Source: an optimization exercise on an open RTL-to-GDS flow (aim: small area, a short achievable clock period and few clock cycles). Production flows keep margins and buffers that such runs may drop.
At most, simulation tests tie the RTL to the original design; equivalence was not proved.

==> inputs of run a <==
// jt900h_alu
module jt900h_alu(
    input             rst,
    input             clk,
    input             cen,
    input      [31:0] op0,       
    input      [31:0] op1,       
    input      [31:0] op2,       
    input             bs,ws,qs,
    input             div_sign,       
    input             div,
    output            div_busy,
    input       [4:0] alu_sel,
    input       [2:0] cx_sel,
    input             nin, hin, cin, zin,
    output            s,z,p,c,v,
    output            h,
    output     [31:0] rslt
);
==> flow/config.mk <==
export PLATFORM = sky130hd
export DESIGN_NAME = jt900h_alu
export DESIGN_NICKNAME = jt900h_alu
export VERILOG_FILES = /design/flow/design.v
export SDC_FILE = /design/flow/constraint.sdc
export NUM_CORES = 4
export LEC_CHECK = 0
export CAP_MARGIN = 20
export CORE_MARGIN = 2
export CORE_UTILIZATION = 55
export PLACE_DENSITY = 0.7
export SETUP_SLACK_MARGIN = 3
export SLEW_MARGIN = 20
==> flow/constraint.sdc <==
create_clock -name core_clock -period 17.0 [get_ports {clk}]
set_input_delay 3.4000 -clock core_clock [delete_from_list [all_inputs] [get_ports {clk}]]
set_output_delay 3.4000 -clock core_clock [all_outputs]
set_load 0.01 [all_outputs]
standard.sh (not shown) runs the stock make flow with config.mk's settings and CLKGATE_MAP_FILE= SYNTH_SCRIPT=/design/flow/synth_recipe.tcl, a recipe that flattens the netlist after the stock synthesis.
==> flow/flow/run.sh <==
#!/bin/bash
# The standard layout, with plain buf_1 cells as the port buffers instead
# of the delay buffers buffer_ports picks by default. Every other step is the
# standard one. make's output goes to std_flow.log; ORFS keeps each step's log
# under orfs/logs.
set -euo pipefail
export BUFFER_PORTS_ARGS="-buffer_cell sky130_fd_sc_hd__buf_1"
bash standard.sh finish > std_flow.log 2>&1
==> inputs of run b, as changes to run a <==
- SETUP_SLACK_MARGIN: 3 -> 4
==> run summary <==
- In run a the first-iteration DRC count is lower than in run b, by about 2.7%.
- Of run a and run b, run b has the higher non-clock buffer count (gap 67).
- Run a finished clean. Run b ran to the end with no violations.
- Of run a and run b, run b has the higher core utilization (gap 3.5 points).
- In count of clock-buffer cells in the layout, run a and run b do not differ.
- In die area, run a and run b do not differ.
- Against run b, the clock skew of run a is higher by 1.4 ps.
- In run b the final area is larger than in run a, by about 6%.
==> figures <==
quantity                                                                   run a               run b
Worst-case headroom to the max-slew limit                                 0.2167              0.1669
Filler Cells Inserted                                                       3868                3778
Global-route wire length before repair                                  148.7 mm            149.4 mm
Clock network area share                                                0.007184            0.005796
Run status                                              timing/DRC/antenna clean  timing/DRC/antenna clean
Met1 layer usage reported by global route                                 0.5620              0.5578
Final Instance Count excl. Fillers                                          3685                3753
Delay contributed by the slowest stage of the critical path               450 ps              390 ps
WL/cell                                                                 26.96 um            27.13 um
End of the worst register-to-register path                   u_div.r[14]$_DFF_P_  u_div.r[9]$_DFF_P_
Proportion of layout cells with a drive suffix above 1                   0.07648              0.1200
Function was not checked in any run of this note: the RTL went through the layout flow alone.

* * *

==> build 35: inputs <==
jt900h_alu, a different RTL version from the one above (not shown whole).
==> module jt900h_div, before the edit <==
module jt900h_div(
    input             rst,
    input             clk,
    input             cen,
    input      [31:0] op0,  
    input      [15:0] op1,  
    input             len,
    input             start,
    input             sign,
    output     [15:0] quot,
    output     [15:0] rem,
    output reg        busy,
    output            v
);
localparam STEPS = 4;
localparam NQL = 32/STEPS;  
reg  [15:0] r, s, d;     
reg         dc;          
reg  [ 2:0] cnt;
reg         lng;
wire        sign0 = len ? op0[31] : op0[15];
wire        sign1 = len ? op1[15] : op1[7];
wire        neg0  = sign & sign0;
wire        neg1  = sign & sign1;
wire [31:0] a     = neg0 ? -op0 : op0;           
wire [15:0] dn    = len ? op1 ^ {16{~neg1}} : { 8'hff, op1[7:0] ^ {8{~neg1}} };
wire [15:0] ahi   = len ? a[31:16] : { 8'd0, a[15:8] };
wire [16:0] cmp0  = { 1'b0, ahi } + { 1'b1, dn } + { 16'd0, ~neg1 };
wire        long0 = ~cmp0[16];
reg  [15:0] rr, ss;
reg  [16:0] t, dif;
integer k;
always @* begin
    rr = r;
    ss = s;
    for( k=0; k<STEPS; k=k+1 ) begin
        t   = { rr, ss[15] };
        dif = t + { 1'b1, d } + { 16'd0, dc };
        ss  = { ss[14:0], ~dif[16] };
        rr  = dif[16] ? t[15:0] : dif[15:0];
    end
end
always @(posedge clk) begin
    if( start ) begin
        d   <= dn;
        dc  <= ~neg1;
        lng <= long0;
        r   <= long0 ? 16'd0 : ahi;
        s   <= len ? ( long0 ? a[31:16] : a[15:0] ) : ( long0 ? a[15:0] : { a[7:0], 8'd0 } );
        cnt <= len ? ( long0 ? NQL-1 : NQL/2-1 ) : ( long0 ? NQL/2-1 : NQL/4-1 );
    end else begin
        r   <= rr;
        s   <= ( len && lng && cnt==NQL/2 ) ? a[15:0] : ss;
        cnt <= cnt - 1'd1;
    end
end
always @(posedge clk or posedge rst) begin
    if( rst )
        busy <= 0;
    else
        busy <= start | ( busy && cnt!=0 );
end
wire rsi = sign & (sign0 ^ sign1);
assign quot = rsi  ? -s : s;
assign rem  = neg0 ? -r : r;
assign v    = lng | ( sign & ( len ? s[15] : s[7] ) );
endmodule
Settings: LEC_CHECK=0, CAP_MARGIN=20, CORE_MARGIN=2, CORE_UTILIZATION=55, PLACE_DENSITY=0.7, SETUP_SLACK_MARGIN=4, SLEW_MARGIN=20; clock period 17.0 ns.
run.sh (not shown) runs the stock make flow with config.mk's settings and CLKGATE_MAP_FILE= SYNTH_SCRIPT=/design/flow/synth_recipe.tcl, a recipe that flattens the netlist after the stock synthesis.
Stock flow here: none of the scripts above is used.
==> trial 88 (differences from build 35) <==
--- a/flow/design.v
+++ b/flow/design.v
@@ -62,15 +62,22 @@
 wire        long0 = ~cmp0[16];
-reg  [15:0] rr, ss;
-reg  [16:0] t, dif;
-integer k;
-always @* begin
-    rr = r;
-    ss = s;
-    for( k=0; k<STEPS; k=k+1 ) begin
-        t   = { rr, ss[15] };
-        dif = t + { 1'b1, d } + { 16'd0, dc };
-        ss  = { ss[14:0], ~dif[16] };
-        rr  = dif[16] ? t[15:0] : dif[15:0];
+wire [15:0] alo   = len ? a[15:0] : { 8'd0, a[7:0] };
+wire [16:0] cmpz  = { 1'b0, alo } + { 1'b1, dn } + { 16'd0, ~neg1 };
+wire        zq0   = ahi==0 && cmpz[16];
+wire [15:0] rs [0:STEPS];
+wire [15:0] ss [0:STEPS];
+assign rs[0] = r;
+assign ss[0] = s;
+genvar g;
+generate
+    for( g=0; g<STEPS; g=g+1 ) begin : steps
+        wire [16:0] t = { rs[g], ss[g][15] };
+        wire [16:0] dif;
+        wire        co;
+        jt900h_add17 u_sub( .a(t), .b({ 1'b1, d }), .ci(dc), .s(dif), .co(co) );
+        assign ss[g+1] = { ss[g][14:0], ~dif[16] };
+        assign rs[g+1] = dif[16] ? t[15:0] : dif[15:0];
     end
-end
+endgenerate
+wire [15:0] rr = rs[STEPS];
+wire [15:0] sx = ss[STEPS];
 always @(posedge clk) begin
@@ -80,4 +87,4 @@
         lng <= long0;
-        r   <= long0 ? 16'd0 : ahi;
-        s   <= len ? ( long0 ? a[31:16] : a[15:0] ) : ( long0 ? a[15:0] : { a[7:0], 8'd0 } );
+        r   <= zq0 ? alo : long0 ? 16'd0 : ahi;
+        s   <= zq0 ? 16'd0 : len ? ( long0 ? a[31:16] : a[15:0] ) : ( long0 ? a[15:0] : { a[7:0], 8'd0 } );
         cnt <= len ? ( long0 ? NQL-1 : NQL/2-1 ) : ( long0 ? NQL/2-1 : NQL/4-1 );
@@ -85,3 +92,3 @@
         r   <= rr;
-        s   <= ( len && lng && cnt==NQL/2 ) ? a[15:0] : ss;
+        s   <= ( len && lng && cnt==NQL/2 ) ? a[15:0] : sx;
         cnt <= cnt - 1'd1;
@@ -93,3 +100,3 @@
     else
-        busy <= start | ( busy && cnt!=0 );
+        busy <= ( start & ~zq0 ) | ( busy && cnt!=0 );
 end
@@ -100,2 +107,66 @@
 endmodule
+module jt900h_add17(input [16:0] a, input [16:0] b, input ci, output [16:0] s, output co);
+wire [16:0] p0 = a ^ b;
+wire [16:0] g0 = a & b;
+wire gg0 = g0[0] | ( p0[0] & ci );
+wire g_1_0 = g0[1] | ( p0[1] & gg0 );
+wire g_3_2 = g0[3] | ( p0[3] & g0[2] );
+wire p_3_2 = p0[3] & p0[2];
+wire g_5_4 = g0[5] | ( p0[5] & g0[4] );
+wire p_5_4 = p0[5] & p0[4];
+wire g_7_6 = g0[7] | ( p0[7] & g0[6] );
+wire p_7_6 = p0[7] & p0[6];
+wire g_9_8 = g0[9] | ( p0[9] & g0[8] );
+wire p_9_8 = p0[9] & p0[8];
+wire g_11_10 = g0[11] | ( p0[11] & g0[10] );
+wire p_11_10 = p0[11] & p0[10];
+wire g_13_12 = g0[13] | ( p0[13] & g0[12] );
+wire p_13_12 = p0[13] & p0[12];
+wire g_15_14 = g0[15] | ( p0[15] & g0[14] );
+wire p_15_14 = p0[15] & p0[14];
+wire g_3_0 = g_3_2 | ( p_3_2 & g_1_0 );
+wire g_7_4 = g_7_6 | ( p_7_6 & g_5_4 );
+wire p_7_4 = p_7_6 & p_5_4;
+wire g_11_8 = g_11_10 | ( p_11_10 & g_9_8 );
+wire p_11_8 = p_11_10 & p_9_8;
+wire g_15_12 = g_15_14 | ( p_15_14 & g_13_12 );
+wire p_15_12 = p_15_14 & p_13_12;
+wire g_7_0 = g_7_4 | ( p_7_4 & g_3_0 );
+wire g_15_8 = g_15_12 | ( p_15_12 & g_11_8 );
+wire p_15_8 = p_15_12 & p_11_8;
+wire g_15_0 = g_15_8 | ( p_15_8 & g_7_0 );
+wire g_11_0 = g_11_8 | ( p_11_8 & g_7_0 );
+wire g_5_0 = g_5_4 | ( p_5_4 & g_3_0 );
+wire g_9_0 = g_9_8 | ( p_9_8 & g_7_0 );
+wire g_13_0 = g_13_12 | ( p_13_12 & g_11_0 );
+wire g_2_0 = g0[2] | ( p0[2] & g_1_0 );
+wire g_4_0 = g0[4] | ( p0[4] & g_3_0 );
+wire g_6_0 = g0[6] | ( p0[6] & g_5_0 );
+wire g_8_0 = g0[8] | ( p0[8] & g_7_0 );
+wire g_10_0 = g0[10] | ( p0[10] & g_9_0 );
+wire g_12_0 = g0[12] | ( p0[12] & g_11_0 );
+wire g_14_0 = g0[14] | ( p0[14] & g_13_0 );
+wire g_16_0 = g0[16] | ( p0[16] & g_15_0 );
+wire [17:0] c;
+assign c[0] = ci;
+assign c[1] = gg0;
+assign c[2] = g_1_0;
+assign c[3] = g_2_0;
+assign c[4] = g_3_0;
+assign c[5] = g_4_0;
+assign c[6] = g_5_0;
+assign c[7] = g_6_0;
+assign c[8] = g_7_0;
+assign c[9] = g_8_0;
+assign c[10] = g_9_0;
+assign c[11] = g_10_0;
+assign c[12] = g_11_0;
+assign c[13] = g_12_0;
+assign c[14] = g_13_0;
+assign c[15] = g_14_0;
+assign c[16] = g_15_0;
+assign c[17] = g_16_0;
+assign s = p0 ^ c[16:0];
+assign co = c[17];
+endmodule
 module jt900h_alu(
==> flow/flow/run.sh (new file) <==
#!/bin/bash
# The standard layout, with plain buf_1 cells as the port buffers instead
# of the delay buffers buffer_ports picks by default. Every other step is the
# standard one. make's output goes to std_flow.log; ORFS keeps each step's log
# under orfs/logs.
set -euo pipefail
export BUFFER_PORTS_ARGS="-buffer_cell sky130_fd_sc_hd__buf_1"
bash standard.sh finish > std_flow.log 2>&1
==> flow/standard.sh (new file) <==
#!/bin/bash
# synth_recipe.tcl (not shown) runs the flow's synth.tcl, then flattens the netlist and writes it again
# the make line also repeats each setting of config.mk as NAME=value (left out here)
make -C /OpenROAD-flow-scripts/flow DESIGN_CONFIG=/design/flow/config.mk WORK_HOME=/design/flow/orfs CLKGATE_MAP_FILE= SYNTH_SCRIPT=/design/flow/synth_recipe.tcl "${@:-finish}"
removed: flow/run.sh
==> build 46 (differences from build 35) <==
--- a/flow/design.v
+++ b/flow/design.v
@@ -62,15 +62,19 @@
 wire        long0 = ~cmp0[16];
-reg  [15:0] rr, ss;
-reg  [16:0] t, dif;
-integer k;
-always @* begin
-    rr = r;
-    ss = s;
-    for( k=0; k<STEPS; k=k+1 ) begin
-        t   = { rr, ss[15] };
-        dif = t + { 1'b1, d } + { 16'd0, dc };
-        ss  = { ss[14:0], ~dif[16] };
-        rr  = dif[16] ? t[15:0] : dif[15:0];
+wire [15:0] rs [0:STEPS];
+wire [15:0] ss [0:STEPS];
+assign rs[0] = r;
+assign ss[0] = s;
+genvar g;
+generate
+    for( g=0; g<STEPS; g=g+1 ) begin : steps
+        wire [16:0] t = { rs[g], ss[g][15] };
+        wire [16:0] dif;
+        wire        co;
+        jt900h_add17 u_sub( .a(t), .b({ 1'b1, d }), .ci(dc), .s(dif), .co(co) );
+        assign ss[g+1] = { ss[g][14:0], ~dif[16] };
+        assign rs[g+1] = dif[16] ? t[15:0] : dif[15:0];
     end
-end
+endgenerate
+wire [15:0] rr = rs[STEPS];
+wire [15:0] sx = ss[STEPS];
 always @(posedge clk) begin
@@ -85,3 +89,3 @@
         r   <= rr;
-        s   <= ( len && lng && cnt==NQL/2 ) ? a[15:0] : ss;
+        s   <= ( len && lng && cnt==NQL/2 ) ? a[15:0] : sx;
         cnt <= cnt - 1'd1;
@@ -100,2 +104,66 @@
 endmodule
+module jt900h_add17(input [16:0] a, input [16:0] b, input ci, output [16:0] s, output co);
+wire [16:0] p0 = a ^ b;
+wire [16:0] g0 = a & b;
+wire gg0 = g0[0] | ( p0[0] & ci );
+wire g_1_0 = g0[1] | ( p0[1] & gg0 );
+wire g_3_2 = g0[3] | ( p0[3] & g0[2] );
+wire p_3_2 = p0[3] & p0[2];
+wire g_5_4 = g0[5] | ( p0[5] & g0[4] );
+wire p_5_4 = p0[5] & p0[4];
+wire g_7_6 = g0[7] | ( p0[7] & g0[6] );
+wire p_7_6 = p0[7] & p0[6];
+wire g_9_8 = g0[9] | ( p0[9] & g0[8] );
+wire p_9_8 = p0[9] & p0[8];
+wire g_11_10 = g0[11] | ( p0[11] & g0[10] );
+wire p_11_10 = p0[11] & p0[10];
+wire g_13_12 = g0[13] | ( p0[13] & g0[12] );
+wire p_13_12 = p0[13] & p0[12];
+wire g_15_14 = g0[15] | ( p0[15] & g0[14] );
+wire p_15_14 = p0[15] & p0[14];
+wire g_3_0 = g_3_2 | ( p_3_2 & g_1_0 );
+wire g_7_4 = g_7_6 | ( p_7_6 & g_5_4 );
+wire p_7_4 = p_7_6 & p_5_4;
+wire g_11_8 = g_11_10 | ( p_11_10 & g_9_8 );
+wire p_11_8 = p_11_10 & p_9_8;
+wire g_15_12 = g_15_14 | ( p_15_14 & g_13_12 );
+wire p_15_12 = p_15_14 & p_13_12;
+wire g_7_0 = g_7_4 | ( p_7_4 & g_3_0 );
+wire g_15_8 = g_15_12 | ( p_15_12 & g_11_8 );
+wire p_15_8 = p_15_12 & p_11_8;
+wire g_15_0 = g_15_8 | ( p_15_8 & g_7_0 );
+wire g_11_0 = g_11_8 | ( p_11_8 & g_7_0 );
+wire g_5_0 = g_5_4 | ( p_5_4 & g_3_0 );
+wire g_9_0 = g_9_8 | ( p_9_8 & g_7_0 );
+wire g_13_0 = g_13_12 | ( p_13_12 & g_11_0 );
+wire g_2_0 = g0[2] | ( p0[2] & g_1_0 );
+wire g_4_0 = g0[4] | ( p0[4] & g_3_0 );
+wire g_6_0 = g0[6] | ( p0[6] & g_5_0 );
+wire g_8_0 = g0[8] | ( p0[8] & g_7_0 );
+wire g_10_0 = g0[10] | ( p0[10] & g_9_0 );
+wire g_12_0 = g0[12] | ( p0[12] & g_11_0 );
+wire g_14_0 = g0[14] | ( p0[14] & g_13_0 );
+wire g_16_0 = g0[16] | ( p0[16] & g_15_0 );
+wire [17:0] c;
+assign c[0] = ci;
+assign c[1] = gg0;
+assign c[2] = g_1_0;
+assign c[3] = g_2_0;
+assign c[4] = g_3_0;
+assign c[5] = g_4_0;
+assign c[6] = g_5_0;
+assign c[7] = g_6_0;
+assign c[8] = g_7_0;
+assign c[9] = g_8_0;
+assign c[10] = g_9_0;
+assign c[11] = g_10_0;
+assign c[12] = g_11_0;
+assign c[13] = g_12_0;
+assign c[14] = g_13_0;
+assign c[15] = g_14_0;
+assign c[16] = g_15_0;
+assign c[17] = g_16_0;
+assign s = p0 ^ c[16:0];
+assign co = c[17];
+endmodule
 module jt900h_alu(
==> flow/flow/run.sh (new file) <==
#!/bin/bash
# The standard layout, with plain buf_1 cells as the port buffers instead
# of the delay buffers buffer_ports picks by default. Every other step is the
# standard one. make's output goes to std_flow.log; ORFS keeps each step's log
# under orfs/logs.
set -euo pipefail
export BUFFER_PORTS_ARGS="-buffer_cell sky130_fd_sc_hd__buf_1"
bash standard.sh finish > std_flow.log 2>&1
==> flow/standard.sh (new file) <==
#!/bin/bash
# synth_recipe.tcl (not shown) runs the flow's synth.tcl, then flattens the netlist and writes it again
# the make line also repeats each setting of config.mk as NAME=value (left out here)
make -C /OpenROAD-flow-scripts/flow DESIGN_CONFIG=/design/flow/config.mk WORK_HOME=/design/flow/orfs CLKGATE_MAP_FILE= SYNTH_SCRIPT=/design/flow/synth_recipe.tcl "${@:-finish}"
--- a/flow/config.mk
+++ b/flow/config.mk
@@ -9,4 +9,4 @@
 export CORE_MARGIN = 2
-export CORE_UTILIZATION = 55
-export PLACE_DENSITY = 0.7
+export CORE_UTILIZATION = 40
+export PLACE_DENSITY = 0.55
 export SETUP_SLACK_MARGIN = 4
removed: flow/run.sh
==> impl_metrics.toml <==
[logic_synthesis]
synth_fa_ha_area_share_pct = 23.1

[run_status]
status = "timing/DRC/antenna clean"

[global_routing]
grt_max_degree = 68

[final_layout]
n_all_inverters = 213

[sta]
fin_skew_ns = 0.0176
-- figures above: trial 88

==> impl_metrics.toml <==
[run_status]
status = "timing/DRC/antenna clean"

[logic_synthesis]
synth_fa_ha_area_share_pct = 22.7
yosysMostFrequentCell = "nor2_1"

[sta]
fin_skew_ns = 0.00624

[final_layout]
n_all_inverters = 228

[global_routing]
grt_max_degree = 62
-- figures above: build 46

==> impl_metrics.toml <==
[run_status]
status = "timing/DRC/antenna clean"

[logic_synthesis]
yosys_warnings = 2
synth_fa_ha_area_share_pct = 20.0

[clock_tree]
cts_max_level = 2

[global_routing]
grt_max_degree = 71

[sta]
fin_skew_ns = 0.00519
drv_slew = 0

[critical_path]
worstReg2RegEnd = "u_div.r[15]"
-- figures above: build 35

Testbench counts of build 46, summed over its fixed seeds: cycles 34,238.
No functional check of the RTL was part of build 35 and trial 88.

what the ideal ports hide:
No port has a modelled driver above. Below, the same layouts with a new extraction and two added sets of constraints.
Step 1 sets driving cells, clkbuf_16 on the clock port and buf_2 on the other inputs (assumed; they add their load-dependent delay and slew).
Step 2 adds t to the input delays and takes it off the output delays; t is the mean of the earliest and latest rising clock arrival at the registers after step 1. Input paths then give back, and output paths get back, about the clock's delay inside the block.
a / b / c = ideal ports / drivers / drivers and shift; a / b = the first two.
| run | t, ns | setup slack, ns | slew at the worst register clock pin (ns) | worst slew at a driven data input, ns |
|---|---|---|---|---|
| run a | 0.359 | 2.999 / 2.974 / 2.974 | 0.08 / 0.08 | 0.10 |
| run b | 0.362 | 3.759 / 3.704 / 3.704 | 0.08 / 0.08 | 0.10 |
| build 35 | 0.357 | 4.013 / 3.986 / 3.986 | 0.08 / 0.08 | 0.13 |
| trial 88 | 0.355 | 3.699 / 3.666 / 3.666 | 0.09 / 0.09 | 0.11 |
| build 46 | 0.347 | 4.193 / 4.171 / 4.171 | 0.08 / 0.08 | 0.12 |
After both steps setup and hold are still met in every run listed. The setup slack of run b, which loses most, moves by -0.055 ns with the drivers and by -0.055 ns with both steps.
